Source: an optimization exercise on an open RTL-to-GDS flow (aim: small area, a short achievable clock period and few clock cycles). Production flows keep margins and buffers that such runs may drop.
Function was checked by simulation only, so behaviour that the tests miss may differ from the original.
Power is estimated from default activity; no workload was simulated.

Setup of run 1:
==> flow/design.v (excerpt) <==
module SimpleCPU(clk, rst, data_fromRAM, wrEn, addr_toRAM, data_toRAM);
Size: roughly 1,100 cells after synthesis, ~140 flip-flops.
clock: 11.0 ns
lec_check: 0
abc_area: 1
cap_margin: 20
core_margin: 2
core_utilization: 40
slew_margin: 20
standard.sh (not shown) runs the stock make flow with config.mk's settings and CLKGATE_MAP_FILE= SYNTH_SCRIPT=/design/flow/synth_recipe.tcl, a recipe that flattens the netlist after the stock synthesis.
==> flow/flow/run.sh <==
#!/bin/bash
# The standard layout, with plain buffers instead of delay cells on the ports,
# and timing repair aimed at a shorter period than the clock's.
set -euo pipefail
export BUFFER_PORTS_ARGS="-buffer_cell sky130_fd_sc_hd__buf_2"
export SETUP_SLACK_MARGIN=7.6
bash standard.sh > standard.log 2>&1
Testbench counts of run 1, summed over its fixed seeds: cycles 252,232.
What run 2 does differently from run 1 at the input level:
# run 1
export LEC_CHECK = 0
export ABC_AREA = 1
export CAP_MARGIN = 20
export CORE_MARGIN = 2
export CORE_UTILIZATION = 40
export SLEW_MARGIN = 20
create_clock -name core_clock -period 11.0 [get_ports {clk}]
# run 2
export LEC_CHECK = 0
export ABC_AREA = 1
export CAP_MARGIN = 20
export CORE_MARGIN = 2
export CORE_UTILIZATION = 50
export SLEW_MARGIN = 20
create_clock -name core_clock -period 11.0 [get_ports {clk}]
-- flow/flow/run.sh --
<<< run 1, line 5
export BUFFER_PORTS_ARGS="-buffer_cell sky130_fd_sc_hd__buf_2"
export SETUP_SLACK_MARGIN=7.6
bash standard.sh > standard.log 2>&1
>>> run 2, line 5
export BUFFER_PORTS_ARGS="-buffer_cell sky130_fd_sc_hd__buf_2"
export SETUP_SLACK_MARGIN=7.7
bash standard.sh > standard.log 2>&1
--- outcome ---
When the final numbers for run 2 and run 1 were put side by side, the height of the die turned out to be greater in run 1. Re stage delay of the slowest cell on the critical path: run 1 was higher than run 2. Area growth from synthesis to layout (lower): run 1. Compared with run 1, run 2 shows a proportion of final cell area spent on non-clock buffers that is 1.0 points higher. Initial core utilization in run 2 is 10 points above run 1. Lower number of setup buffers added after CTS among run 2 and run 1: run 1. Via count went up by a few percent going from run 1 to run 2. Between run 2 and run 1, sequential share of layout area is higher for run 1, run 2 comes in under that.
Edits applied to the flow inputs when going from run 2 to run 3:
# run 2
export LEC_CHECK = 0
export ABC_AREA = 1
export CAP_MARGIN = 20
export CORE_MARGIN = 2
export CORE_UTILIZATION = 50
export SLEW_MARGIN = 20
create_clock -name core_clock -period 11.0 [get_ports {clk}]
# run 3
export LEC_CHECK = 0
export ABC_AREA = 1
export CAP_MARGIN = 20
export CORE_MARGIN = 2
export CORE_UTILIZATION = 40
export SLEW_MARGIN = 20
create_clock -name core_clock -period 11.0 [get_ports {clk}]
### Flow results
Diff run 2 and run 3: buffering stage count on the worst path with inverters included higher in run 3
Run 3: non-clock buffer count 3 below run 2
Run 3 ends up with lower power consumption than run 2 does.
Against run 2 as the reference, run 3 delivers a lower clock-buffer cell count.
## Diff of input files: run 4 against run 3
-- flow/flow/run.sh --
<<< run 3, line 5
export BUFFER_PORTS_ARGS="-buffer_cell sky130_fd_sc_hd__buf_2"
export SETUP_SLACK_MARGIN=7.7
bash standard.sh > standard.log 2>&1
>>> run 4, line 5
export BUFFER_PORTS_ARGS="-buffer_cell sky130_fd_sc_hd__buf_2"
export SETUP_SLACK_MARGIN=7.85
bash standard.sh > standard.log 2>&1
Findings:
Per the comparison of run 4 with run 3, depth of the most critical reg-to-reg path went up 2, routability-driven placement congestion ratio held, non-clock buffer count went up 30, relative contribution of the clock network to total power went down 0.9 points.
Post-detailed-route wirelength per cell: run 3 vs run 4, no meaningful difference
Run 4 finished every step from synthesis to the final layout, and the layout passed the timing, design-rule and antenna checks.
Compared run 4 vs run 3, and total non-filler cell area in the finished layout is up in run 4.
Going from run 3 to run 4, the worst setup slack was found to have gone up by 0.093 ns.
Any difference in register-to-register slack between run 4 and run 3 is small enough to ignore.


## tundra
SimpleCPU, a different RTL version from the one above (not shown whole).
Size in the first run: roughly 1100 cells after synthesis, roughly 140 flip-flops, roughly 77 I/O pins, roughly 8400 um2 of cells after synthesis.
==> flow/config.mk <==
export PLATFORM = sky130hd
export DESIGN_NAME = SimpleCPU
export DESIGN_NICKNAME = SimpleCPU
export VERILOG_FILES = /design/flow/design.v
export SDC_FILE = /design/flow/constraint.sdc
export NUM_CORES = 4
export LEC_CHECK = 0
export ABC_AREA = 1
export CAP_MARGIN = 20
export CORE_MARGIN = 2
export CORE_UTILIZATION = 40
export GPL_TIMING_DRIVEN = 0
export SLEW_MARGIN = 20
==> flow/constraint.sdc <==
create_clock -name core_clock -period 11.0 [get_ports {clk}]
set_input_delay 2.2000 -clock core_clock [delete_from_list [all_inputs] [get_ports {clk}]]
set_output_delay 2.2000 -clock core_clock [all_outputs]
set_load 0.01 [all_outputs]
==> flow/flow/run.sh <==
#!/bin/bash
# The standard layout, with plain buffers instead of delay cells on the ports,
# and timing repair aimed at a shorter period than the clock's.
set -euo pipefail
export BUFFER_PORTS_ARGS="-buffer_cell sky130_fd_sc_hd__buf_2"
export SETUP_SLACK_MARGIN=7.8
bash standard.sh > standard.log 2>&1
Testbench counts of tundra, summed over its fixed seeds: cycles 252,232.
Edits applied to the flow inputs when going from tundra to zinc:
Settings: removing GPL_TIMING_DRIVEN (formerly 0).
diff --git a/flow/flow/run.sh b/flow/flow/run.sh
--- a/flow/flow/run.sh
+++ b/flow/flow/run.sh
@@ -6 +6 @@
-export SETUP_SLACK_MARGIN=7.8
+export SETUP_SLACK_MARGIN=7.75
==> summary.txt <==
Clock network area share: tundra vs zinc, no meaningful difference. Against tundra, the final cell area of zinc is lower. [compare] base=tundra new=zinc: worst setup slack about even, routed wirelength normalized by instance count fell 2.5%. Diff tundra -> zinc: hold slack shows an increase of 0.0060 ns; non-clock buffer count shows a reduction of 44; ratio of final minimum period to clock period shows no meaningful change; via count of the first global-routing pass shows a reduction of 455; wire length after detailed routing shows a reduction of 1600 um.
## Diff of input files: indigo against zinc
diff --git a/flow/flow/run.sh b/flow/flow/run.sh
--- a/flow/flow/run.sh
+++ b/flow/flow/run.sh
@@ -6 +6 @@
-export SETUP_SLACK_MARGIN=7.75
+export SETUP_SLACK_MARGIN=7.8
--- outcome ---
- Looking at the reports, indigo completed the entire flow and the layout it produced met the timing, design-rule and antenna checks.
- Fmax is higher on indigo
- Where normalized max-slew margin is concerned, zinc is better than indigo.
- Status: clock distribution area overhead in the final layout parity (zinc, indigo)
- Re non-clock buffer total of the final layout: indigo and zinc aren't equal, and the higher value belongs to indigo.


Starting RTL as in the previous note.
// SimpleCPU
module SimpleCPU(clk, rst, data_fromRAM, wrEn, addr_toRAM, data_toRAM);
==> flow/config.mk <==
export PLATFORM = sky130hd
export DESIGN_NAME = SimpleCPU
export DESIGN_NICKNAME = SimpleCPU
export VERILOG_FILES = /design/flow/design.v
export SDC_FILE = /design/flow/constraint.sdc
export NUM_CORES = 4
export LEC_CHECK = 0
export ABC_AREA = 1
export CAP_MARGIN = 20
export CORE_MARGIN = 2
export CORE_UTILIZATION = 40
export SLEW_MARGIN = 20
==> flow/constraint.sdc <==
create_clock -name core_clock -period 11.0 [get_ports {clk}]
set_input_delay 2.2000 -clock core_clock [delete_from_list [all_inputs] [get_ports {clk}]]
set_output_delay 2.2000 -clock core_clock [all_outputs]
set_load 0.01 [all_outputs]
==> flow/flow/run.sh <==
#!/bin/bash
# The standard layout, with plain buffers instead of delay cells on the ports,
# and timing repair aimed at a shorter period than the clock's.
set -euo pipefail
export BUFFER_PORTS_ARGS="-buffer_cell sky130_fd_sc_hd__buf_2"
export SETUP_SLACK_MARGIN=7.85
bash standard.sh > standard.log 2>&1
Testbench counts at the start, summed over its fixed seeds: cycles 252,232.
Edit:
--- a/flow/flow/run.sh
+++ b/flow/flow/run.sh
@@ -6 +6 @@
-export SETUP_SLACK_MARGIN=7.85
+export SETUP_SLACK_MARGIN=7.8
CORE_UTILIZATION = 35   (was 40)
Effect:
- flip-flop and latch count does not change
- register-to-register slack gets worse by 0.14 ns
- critical path depth grows by 16
- final cell count is higher by about 3%
- count of clock-buffer cells in the layout drops by 1
- sequential power falls by about 0.6%
- power came out higher by about 2.2%
- first-iteration DRC count went down by about 1.7%
- wire length climbs by about 1%
- die area rose by about 14%
- combinational power hardly moves


The RTL this note starts from:
==> flow/design.v <==
module SimpleCPU(clk, rst, data_fromRAM, wrEn, addr_toRAM, data_toRAM);
input clk, rst;
input wire [31:0] data_fromRAM;
output reg wrEn;
output reg [9:0] addr_toRAM;
output reg [31:0] data_toRAM;    
localparam S_F0  = 4'd0,   
           S_F1  = 4'd1,   
           S_2   = 4'd2,   
           S_3   = 4'd3,   
           S_4   = 4'd4,   
           S_5   = 4'd5,   
           S_IT  = 4'd6,   
           S_J   = 4'd7,   
           S_BR  = 4'd8,   
           S_NFX = 4'd9,   
           S_NFL = 4'd10,  
           S_NFH = 4'd11;  
localparam OP_ADD = 4'd0, OP_ADDi = 4'd1, OP_NAND = 4'd2, OP_NANDi = 4'd3,
           OP_SRL = 4'd4, OP_SRLi = 4'd5, OP_LT = 4'd6, OP_LTi = 4'd7,
           OP_CP = 4'd8, OP_CPi = 4'd9, OP_CPI = 4'd10, OP_CPIi = 4'd11,
           OP_BZJ = 4'd12, OP_BZJi = 4'd13, OP_MUL = 4'd14, OP_MULi = 4'd15;
reg [3:0]  state;
reg        hz;           
reg [9:0]  pc;
reg [3:0]  op;
reg [9:0]  fa;           
reg [31:0] r2;           
reg [31:0] r3;           
reg        g32;          
reg        bz;           
wire [31:0] d  = data_fromRAM;
wire [31:0] r1 = data_toRAM;
wire [9:0]  pc1 = pc + 10'd1;
wire st_f1  = state == S_F1;
wire st_2   = state == S_2;
wire st_3   = state == S_3;
wire st_4   = state == S_4;
wire st_5   = state == S_5;
wire st_it  = state == S_IT;
wire st_j   = state == S_J;
wire st_br  = state == S_BR;
wire st_nfx = state == S_NFX;
wire st_nfl = state == S_NFL;
wire st_nf  = state == S_NFX || state == S_NFL || state == S_NFH;
wire op_mul  = op[3:1] == 3'b111;
wire op_alu  = ~op[3];                  
wire op_imm  = op[0];
wire op_srl  = op[3:1] == 3'b010;
wire [32:0] sum;
add32 adder (.a(r1), .b(r2), .s(sum));
wire        lt   = sum[32];
wire        srl_last = g32 | (r2[4:1] == 4'd0);
wire        srl_nz   = ~g32 & (r2[4:0] != 5'd0);
wire r3hz = (r3[31:1] == 31'd0);
wire r2lz = (r2[30:0] == 31'd0);
wire r2z  = r2lz & ~r2[31];
wire mul_last = r3hz | r2lz;
wire take = (st_f1 & ~hz) | (st_br & ~bz);
reg [3:0] state_n;
reg       nf;            
always @(*) begin
	nf = 1'b0;
	state_n = state;
	case (state)
	S_F0: state_n = S_F1;
	S_F1: state_n = hz ? S_F0 : S_2;
	S_2:  if (op == OP_CPi) begin nf = 1'b1; state_n = S_NFH; end
	      else state_n = S_3;
	S_3:  case (op)
		OP_ADDi, OP_NANDi, OP_LTi: begin nf = 1'b1; state_n = S_NFX; end
		OP_SRLi: if (srl_last) begin nf = 1'b1; state_n = S_NFX; end
		         else state_n = S_IT;
		OP_MULi: state_n = S_IT;
		OP_BZJi: state_n = S_J;
		OP_CPIi, OP_CP: begin nf = 1'b1; state_n = S_NFL; end
		default: state_n = S_4;  
	      endcase
	S_4:  case (op)
		OP_SRL: state_n = S_IT;
		OP_MUL: if (r2z) begin nf = 1'b1; state_n = S_NFH; end
		        else state_n = S_IT;
		OP_CPI: state_n = S_5;
		OP_BZJ: state_n = S_BR;
		default: begin nf = 1'b1; state_n = S_NFX; end  
	      endcase
	S_5:  begin nf = 1'b1; state_n = S_NFL; end
	S_IT: if (op[3] ? mul_last : srl_last) begin nf = 1'b1; state_n = S_NFH; end
	S_J:  state_n = S_F0;
	S_BR: state_n = bz ? S_F1 : S_2;
	S_NFX, S_NFL, S_NFH: state_n = S_F1;
	default: state_n = S_F0;
	endcase
end
wire nf_bzj = st_3 & (op == OP_BZJ);
wire pc_inc = nf | nf_bzj;
always @(posedge clk) begin
	if (rst) begin
		state <= S_F0;
		pc <= 10'd0;
		addr_toRAM <= 10'd0;
		wrEn <= 1'b0;
		hz <= 1'b0;
	end else begin
		state <= state_n;
		wrEn <= st_nf;
		hz <= st_nf & (fa == pc);
		if (pc_inc) pc <= pc1;
		else if (st_j | (st_br & bz)) pc <= sum[9:0];
		if (take) addr_toRAM <= d[23:14];
		else if (pc_inc) addr_toRAM <= pc1;
		else if (st_2) addr_toRAM <= r2[9:0];
		else if (st_4 & (op == OP_CPI)) addr_toRAM <= d[9:0];
		else if (st_4 | st_j) addr_toRAM <= sum[9:0];    
		else addr_toRAM <= fa;                            
	end
end
wire op_lt   = ~op[3] & op[2] & op[1];
wire sel_imm  = take;
wire sel_zero = (st_2 & (op_mul | op == OP_BZJ)) | ((st_nfx | st_it) & op_srl & g32);
wire sel_nd   = st_3 & op_lt;
wire sel_d    = (st_3 & ((op_alu & ~op_lt) | op == OP_BZJi)) | st_nfl;
wire sel_sum  = (st_nfx & op[2:1] == 2'b00) | (st_it & op[3] & r3[0]);
wire sel_nand = st_nfx & op[2:1] == 2'b01;
wire sel_lt   = st_nfx & op[2:1] == 2'b11;
wire sel_shr  = (st_nfx | st_it) & op_srl & srl_nz;
wire r1_en = sel_imm | sel_zero | sel_nd | sel_d | sel_sum | sel_nand | sel_lt | sel_shr;
wire [31:0] r1_n = ({32{sel_d}} & d) | ({32{sel_imm}} & {18'd0, d[13:0]}) |
                   ({32{sel_nd}} & ~d) | ({32{sel_sum}} & sum[31:0]) |
                   ({32{sel_nand}} & ~(r1 & r2)) | {31'd0, sel_lt & lt} |
                   ({32{sel_shr}} & {1'b0, r1[31:1]});
always @(posedge clk) begin
	if (take) begin
		op <= d[31:28];
		fa <= d[23:14];
	end else if (st_3 & (op == OP_CPIi))
		fa <= d[9:0];
	if (r1_en) data_toRAM <= r1_n;
	if (take)
		r2 <= {18'd0, d[13:0]};
	else if ((st_3 & (op_mul | op == OP_BZJ)) | (st_4 & op_alu))
		r2 <= d;
	else if (st_it & op[3])
		r2 <= {r2[30:0], 1'b0};
	else if (st_it & srl_nz)
		r2[4:0] <= r2[4:0] - 5'd1;
	if (take) g32 <= |d[13:5];
	else if (st_4) g32 <= |d[31:5];
	if (st_4) bz <= (d == 32'd0);
	if (st_4) r3 <= d;
	else if (st_3) r3 <= {18'd0, r2[13:0]};
	else r3 <= {1'b0, r3[31:1]};
end
endmodule
module add32(input [31:0] a, input [31:0] b, output [32:0] s);
  wire [31:0] p0 = a ^ b, g0 = a & b;
  wire [31:0] g1, p1, g2, p2, g3, p3, g4, p4, g5, p5, c;
  genvar i;
  generate for (i = 0; i < 32; i = i + 1) begin : l1
    if (i % 2 == 1) begin
      assign g1[i] = g0[i] | p0[i] & g0[i-1]; assign p1[i] = p0[i] & p0[i-1];
    end else begin
      assign g1[i] = g0[i]; assign p1[i] = p0[i];
    end
  end endgenerate
  generate for (i = 0; i < 32; i = i + 1) begin : l2
    if (i % 4 == 3) begin
      assign g2[i] = g1[i] | p1[i] & g1[i-2]; assign p2[i] = p1[i] & p1[i-2];
    end else begin
      assign g2[i] = g1[i]; assign p2[i] = p1[i];
    end
  end endgenerate
  generate for (i = 0; i < 32; i = i + 1) begin : l3
    if (i % 8 == 7) begin
      assign g3[i] = g2[i] | p2[i] & g2[i-4]; assign p3[i] = p2[i] & p2[i-4];
    end else begin
      assign g3[i] = g2[i]; assign p3[i] = p2[i];
    end
  end endgenerate
  generate for (i = 0; i < 32; i = i + 1) begin : l4
    if (i % 16 == 15) begin
      assign g4[i] = g3[i] | p3[i] & g3[i-8]; assign p4[i] = p3[i] & p3[i-8];
    end else begin
      assign g4[i] = g3[i]; assign p4[i] = p3[i];
    end
  end endgenerate
  generate for (i = 0; i < 32; i = i + 1) begin : l5
    if (i == 31) begin
      assign g5[i] = g4[i] | p4[i] & g4[i-16]; assign p5[i] = p4[i] & p4[i-16];
    end else begin
      assign g5[i] = g4[i]; assign p5[i] = p4[i];
    end
  end endgenerate
  generate for (i = 0; i < 32; i = i + 1) begin : dn
    if (i == 0 || i == 1 || i == 3 || i == 7 || i == 15 || i == 31)
      assign c[i] = g5[i];
    else if (i == 23)
      assign c[i] = g5[i] | p5[i] & c[15];
    else if (i % 8 == 7)
      assign c[i] = g5[i] | p5[i] & c[i-8];
    else if (i % 4 == 3)
      assign c[i] = g5[i] | p5[i] & c[i-4];
    else if (i % 2 == 1)
      assign c[i] = g5[i] | p5[i] & c[i-2];
    else
      assign c[i] = g0[i] | p0[i] & c[i-1];
  end endgenerate
  assign s[0] = p0[0];
  generate for (i = 1; i < 32; i = i + 1) begin : so
    assign s[i] = p0[i] ^ c[i-1];
  end endgenerate
  assign s[32] = c[31];
endmodule
Settings: LEC_CHECK=0, ABC_AREA=1, CAP_MARGIN=40, CORE_MARGIN=2, CORE_UTILIZATION=40, SLEW_MARGIN=40; clock period 11.0 ns.
==> flow/flow/run.sh <==
#!/bin/bash
# The standard layout, with plain buffers instead of delay cells on the ports,
# and timing repair aimed at a shorter period than the clock's.
set -euo pipefail
export BUFFER_PORTS_ARGS="-buffer_cell sky130_fd_sc_hd__buf_4"
export SETUP_SLACK_MARGIN=7.7
bash standard.sh > standard.log 2>&1
Testbench counts at the start, summed over its fixed seeds: cycles 257,548.
Then changed:
==> flow/flow/run.sh (replaced) <==
#!/bin/bash
# The standard layout, with plain buffers instead of delay cells on the ports,
# and timing repair aimed at a shorter period than the clock's.
set -euo pipefail
export BUFFER_PORTS_ARGS="-buffer_cell sky130_fd_sc_hd__buf_2"
export SETUP_SLACK_MARGIN=7.7
bash standard.sh > standard.log 2>&1
Clock power went up by 9.4%.
Global-route usage grows by 0.14 points.
Setup slack degrades by 0.026 ns.
Wire length came out higher by 0.90%.
Count of clock-buffer cells in the layout does not change.
Worst hold slack improved by 0.0056 ns.
Critical path depth does not change.
Final cell count does not change.
Then changed:
==> flow/flow/run.sh (replaced) <==
#!/bin/bash
# The standard layout, with plain buffers instead of delay cells on the ports,
# and timing repair aimed at a shorter period than the clock's.
set -euo pipefail
export BUFFER_PORTS_ARGS="-buffer_cell sky130_fd_sc_hd__buf_4"
export SETUP_SLACK_MARGIN=7.7
bash standard.sh > standard.log 2>&1
--- a/flow/config.mk
+++ b/flow/config.mk
@@ -7,6 +7,7 @@
 export LEC_CHECK = 0
 export ABC_AREA = 1
-export CAP_MARGIN = 40
+export CAP_MARGIN = 65
 export CORE_MARGIN = 2
-export CORE_UTILIZATION = 40
-export SLEW_MARGIN = 40
+export CORE_UTILIZATION = 60
+export PLACE_DENSITY = 0.7
+export SLEW_MARGIN = 65
Result: Non-clock buffer count goes down by 5. Maximum frequency goes down slightly. Power hardly moves. Sequential cell count is unchanged.

-- afterwards: timing with drivers on the ports --
How much do the figures lean on ideal ports? The routed layouts below were timed once more, with nothing changed but the port constraints. Step 1: set_driving_cell puts a clkbuf_16 on clk and a buf_2 on each other input, an assumption about the parent block. Step 2 moves the port delays by t, midway between the first and last clock arrival at a register: inputs arrive t later, outputs are due t later. That takes back most of the time a late clock gives input paths. Slacks: ideal / step 1 / step 2; pairs: ideal / step 1.
run | t, ns | setup slack, ns | hold WS [ns]
run 1 | 0.478 | 7.675 / 7.626 / 7.420 | 0.471 / 0.471 / 0.471
run 2 | 0.470 | 7.720 / 7.672 / 7.464 | 0.487 / 0.487 / 0.487
run 3 | 0.477 | 7.654 / 7.604 / 7.432 | 0.472 / 0.472 / 0.472
run 4 | 0.477 | 7.746 / 7.698 / 7.504 | 0.473 / 0.473 / 0.473
tundra | 0.481 | 7.780 / 7.733 / 7.454 | 0.457 / 0.457 / 0.457
zinc | 0.475 | 7.779 / 7.731 / 7.514 | 0.463 / 0.463 / 0.463
indigo | 0.473 | 7.807 / 7.759 / 7.502 | 0.464 / 0.464 / 0.464
the first run of note 3 | 0.477 | 7.803 / 7.755 / 7.566 | 0.461 / 0.461 / 0.461
the second run of note 3 | 0.473 | 7.763 / 7.740 / 7.496 | 0.472 / 0.472 / 0.472
the first run of note 4 | 0.482 | 7.733 / 7.683 / 7.500 | 0.470 / 0.470 / 0.470
the second run of note 4 | 0.478 | 7.707 / 7.659 / 7.503 | 0.476 / 0.476 / 0.476
the third run of note 4 | 0.473 | 7.655 / 7.612 / 7.430 | 0.468 / 0.468 / 0.468
After both steps every run listed still meets setup and hold. For tundra, which loses most, drivers alone change the setup slack by -0.047 ns; drivers and shift together by -0.326 ns.
